This design comes from an exercise in tuning for small area on the open sky130 flow, not from production work. Where RTL was checked, it was by simulation tests only, not by an equivalence proof against the original.

==> inputs of build 80 <==
==> flow/design.v (excerpt) <==
module FFT_8pt(
    input clk, reset,
    input [11:0] real_in, imag_in,
    input [2:0] addr_real, addr_imag,
    input wr_en_real, wr_en_imag,
    output [23:0] fft_real_out, fft_imag_out
);
==> flow/config.mk <==
export PLATFORM = sky130hd
export DESIGN_NAME = FFT_8pt
export DESIGN_NICKNAME = FFT_8pt
export VERILOG_FILES = /design/flow/design.v
export SDC_FILE = /design/flow/constraint.sdc
export NUM_CORES = 4
export LEC_CHECK = 0
export CAP_MARGIN = 10
export CORE_MARGIN = 2
export CORE_UTILIZATION = 65
export SLEW_MARGIN = 10
export SYNTH_HIERARCHICAL = 1
==> flow/constraint.sdc <==
create_clock -name core_clock -period 16.0 [get_ports {clk}]
set_input_delay 3.2000 -clock core_clock [delete_from_list [all_inputs] [get_ports {clk}]]
set_output_delay 3.2000 -clock core_clock [all_outputs]
set_load 0.01 [all_outputs]
standard.sh (not shown) runs the stock make flow with config.mk's settings and CLKGATE_MAP_FILE= SYNTH_SCRIPT=/design/flow/synth_recipe.tcl, a recipe that flattens the netlist after the stock synthesis.
==> flow/flow/run.sh <==
#!/bin/bash
# Standard layout, with these changes: ports are buffered with the smallest
# buffer; the clock tree uses clkbuf_8 leaves and no dummy loads; buffers
# that synthesis added are removed and its upsized cells set back to drive 1
# after floorplanning (repair_design and repair_timing resize as needed).
set -euo pipefail
export BUFFER_PORTS_ARGS="-buffer_cell sky130_fd_sc_hd__buf_1"
export CTS_ARGS="-sink_clustering_enable -repair_clock_nets -dont_use_dummy_load -sink_clustering_size 16 -sink_clustering_max_diameter 80 -buf_list sky130_fd_sc_hd__clkbuf_8 -root_buf sky130_fd_sc_hd__clkbuf_16"
export REMOVE_ABC_BUFFERS=1
export POST_FLOORPLAN_TCL="$PWD/flow/downsize.tcl"
bash standard.sh > standard.log 2>&1
==> flow/flow/downsize.tcl <==
# Set every combinational cell to the smallest-area drive strength of the
# same cell, and let placement's repair_design and repair_timing size back up
# what the layout needs.
set db [ord::get_db]
set block [ord::get_db_block]
set n 0
foreach inst [$block getInsts] {
  set m [$inst getMaster]
  set name [$m getName]
  if {![regexp {^(sky130_fd_sc_hd__[a-z0-9]+)_([0-9]+)$} $name -> base drv]} { continue }
  if {[string match "*__df*" $base] || [string match "*__edf*" $base] \
      || [string match "*clk*" $base] || [string match "*conb*" $base]} { continue }
  set best $m
  set barea [expr {[$m getWidth] * [$m getHeight]}]
  foreach d {0 1 2} {
    set c [$db findMaster ${base}_$d]
    if {$c == "NULL" || $c == ""} { continue }
    set a [expr {[$c getWidth] * [$c getHeight]}]
    if {$a < $barea} { set best $c; set barea $a }
  }
  if {$best != $m} {
    $inst swapMaster $best
    incr n
  }
}
puts "downsize.tcl: $n instances resized"
==> build 63: changes against build 80 <==
==> flow/flow/run.sh (replaced) <==
#!/bin/bash
# Standard layout, with these changes: ports are buffered with the smallest
# buffer; the clock tree uses clkbuf_4 leaves and no dummy loads; buffers
# that synthesis added are removed and its upsized cells set back to drive 1
# after floorplanning (repair_design and repair_timing resize as needed).
set -euo pipefail
export BUFFER_PORTS_ARGS="-buffer_cell sky130_fd_sc_hd__buf_1"
export CTS_ARGS="-sink_clustering_enable -repair_clock_nets -dont_use_dummy_load -sink_clustering_size 9 -sink_clustering_max_diameter 45 -buf_list sky130_fd_sc_hd__clkbuf_4 -root_buf sky130_fd_sc_hd__clkbuf_16"
export REMOVE_ABC_BUFFERS=1
export POST_FLOORPLAN_TCL="$PWD/flow/downsize.tcl"
bash standard.sh > standard.log 2>&1
==> flow/config.mk (replaced) <==
export PLATFORM = sky130hd
export DESIGN_NAME = FFT_8pt
export DESIGN_NICKNAME = FFT_8pt
export VERILOG_FILES = /design/flow/design.v
export SDC_FILE = /design/flow/constraint.sdc
export NUM_CORES = 4
export LEC_CHECK = 0
export CAP_MARGIN = 10
export CORE_MARGIN = 2
export CORE_UTILIZATION = 50
export PLACE_DENSITY = 0.8
export SLEW_MARGIN = 10
export SYNTH_HIERARCHICAL = 1
==> trial 89: changes against build 80 <==
--- a/flow/design.v
+++ b/flow/design.v
@@ -243,29 +243,29 @@
     fft_pmx upi5 (.r(run), .p(p0i[5]), .dn(c162), .y(pei[5]));
     fft_pmx upi6 (.r(run), .p(p0i[6]), .dn(c164), .y(pei[6]));
     fft_pmx upi7 (.r(run), .p(p0i[7]), .dn(c166), .y(pei[7]));
     fft_pmx upi8 (.r(run), .p(p0i[8]), .dn(c168), .y(pei[8]));
     fft_pmx upi9 (.r(run), .p(p0i[9]), .dn(c170), .y(pei[9]));
     fft_pmx upi10 (.r(run), .p(p0i[10]), .dn(c172), .y(pei[10]));
     fft_pmx upi11 (.r(run), .p(p0i[11]), .dn(c174), .y(pei[11]));
     fft_pmx upi12 (.r(run), .p(p0i[12]), .dn(c175), .y(pei[12]));
-    wire [2:0] j = k + 3'd1;
+    wire [2:0] j = k;
     wire [7:0] tab_lp0r = 8'b11110000;
     wire [7:0] tab_lp2r = 8'b00111100;
     wire [7:0] tab_lp0i = 8'b01111000;
     wire [7:0] tab_lp2i = 8'b00011110;
-    wire [12:0] br0 = {prr[1], qrr[1][0] ^ tab_lp0r[j]};
-    wire [12:0] br2 = {prr[3], qrr[3][0] ^ tab_lp2r[j]};
-    wire [12:0] br1 = qrr[2];
-    wire [12:0] br3 = qer;
-    wire [12:0] bi0 = {pri[1], qri[1][0] ^ tab_lp0i[j]};
-    wire [12:0] bi2 = {pri[3], qri[3][0] ^ tab_lp2i[j]};
-    wire [12:0] bi1 = qri[2];
-    wire [12:0] bi3 = qei;
+    wire [12:0] br0 = {prr[0], qrr[0][0] ^ tab_lp0r[j]};
+    wire [12:0] br2 = {prr[2], qrr[2][0] ^ tab_lp2r[j]};
+    wire [12:0] br1 = qrr[1];
+    wire [12:0] br3 = qrr[3];
+    wire [12:0] bi0 = {pri[0], qri[0][0] ^ tab_lp0i[j]};
+    wire [12:0] bi2 = {pri[2], qri[2][0] ^ tab_lp2i[j]};
+    wire [12:0] bi1 = qri[1];
+    wire [12:0] bi3 = qri[3];
     wire odd = j[0];
     wire sn = ~j[0] & (j[1] ^ j[2]);
     wire t1 = j[0] & ~j[1];
     wire t3 = j[0] & j[1];
     wire snt1 = (~j[0] & (j[1] ^ j[2])) | (j[0] & ~j[1]);
     wire snt3 = (~j[0] & (j[1] ^ j[2])) | (j[0] & j[1]);
     wire [7:0] tab_cc0r = 8'b11111100;
     wire cc0r = tab_cc0r[j];
@@ -719,23 +719,18 @@
     assign yi[16] = w593;
     assign yi[17] = w595;
     assign yi[18] = w597;
     assign yi[19] = w599;
     assign yi[20] = w601;
     assign yi[21] = w603;
     assign yi[22] = w605;
     assign yi[23] = w607;
-    reg [23:0] out_r, out_i;
-    always @(posedge clk) begin
-        out_r <= yr;
-        out_i <= yi;
-    end
-    assign fft_real_out = out_r;
-    assign fft_imag_out = out_i;
+    assign fft_real_out = yr;
+    assign fft_imag_out = yi;
 endmodule
 module fft_fa(input a, b, c, output s, co);
     assign s = a ^ b ^ c;
     assign co = (a & b) | (a & c) | (b & c);
 endmodule
 module fft_mxn(input s, a, b, x, output y);
     assign y = (s ? b : a) ^ x;
 endmodule
==> flow/flow/run.sh (replaced) <==
#!/bin/bash
# Standard layout, with these changes: ports are buffered with the smallest
# buffer; the clock tree uses clkbuf_4 leaves and no dummy loads; buffers
# that synthesis added are removed and its upsized cells set back to drive 1
# after floorplanning (repair_design and repair_timing resize as needed).
set -euo pipefail
export BUFFER_PORTS_ARGS="-buffer_cell sky130_fd_sc_hd__buf_1"
export CTS_ARGS="-sink_clustering_enable -repair_clock_nets -dont_use_dummy_load -sink_clustering_size 9 -sink_clustering_max_diameter 45 -buf_list sky130_fd_sc_hd__clkbuf_4 -root_buf sky130_fd_sc_hd__clkbuf_8"
export REMOVE_ABC_BUFFERS=1
export POST_FLOORPLAN_TCL="$PWD/flow/downsize.tcl"
bash standard.sh > standard.log 2>&1
==> notes <==
Build 63 completed with no timing, DRC or antenna violations. Trial 89 ran to the end with violations: negative setup slack. Build 80 completed without violations.
Cell count: build 63 > trial 89 > build 80.
In synthesized cell count, build 80 and trial 89 hardly differ.
No functional check of the RTL was part of trial 89.

separate check: timing with driven ports:
The flow's constraints put no driver on any port. The routed layouts listed below were extracted and timed again, unchanged, in two steps. Step 1, drivers: a clkbuf_16 drives clk and a buf_2 each remaining input, both assumed. Step 2 times the ports against the registers' clock, not the clock port: input delays grow and output delays shrink by t, the midpoint of the rising clock arrivals with the driver on. a / b / c = ideal / step 1 / step 2; a / b = the first two.
| run | shift t [ns] | setup slack, ns | pins driven straight from the clock port |
|---|---|---|---|
| build 80 | 0.530 | 1.030 / 1.030 / 1.030 | 1 |
| build 63 | 0.559 | 0.916 / 0.916 / 0.916 | 1 |
| trial 89 | 0.579 | -0.897 / -0.945 / -0.366 | 1 |
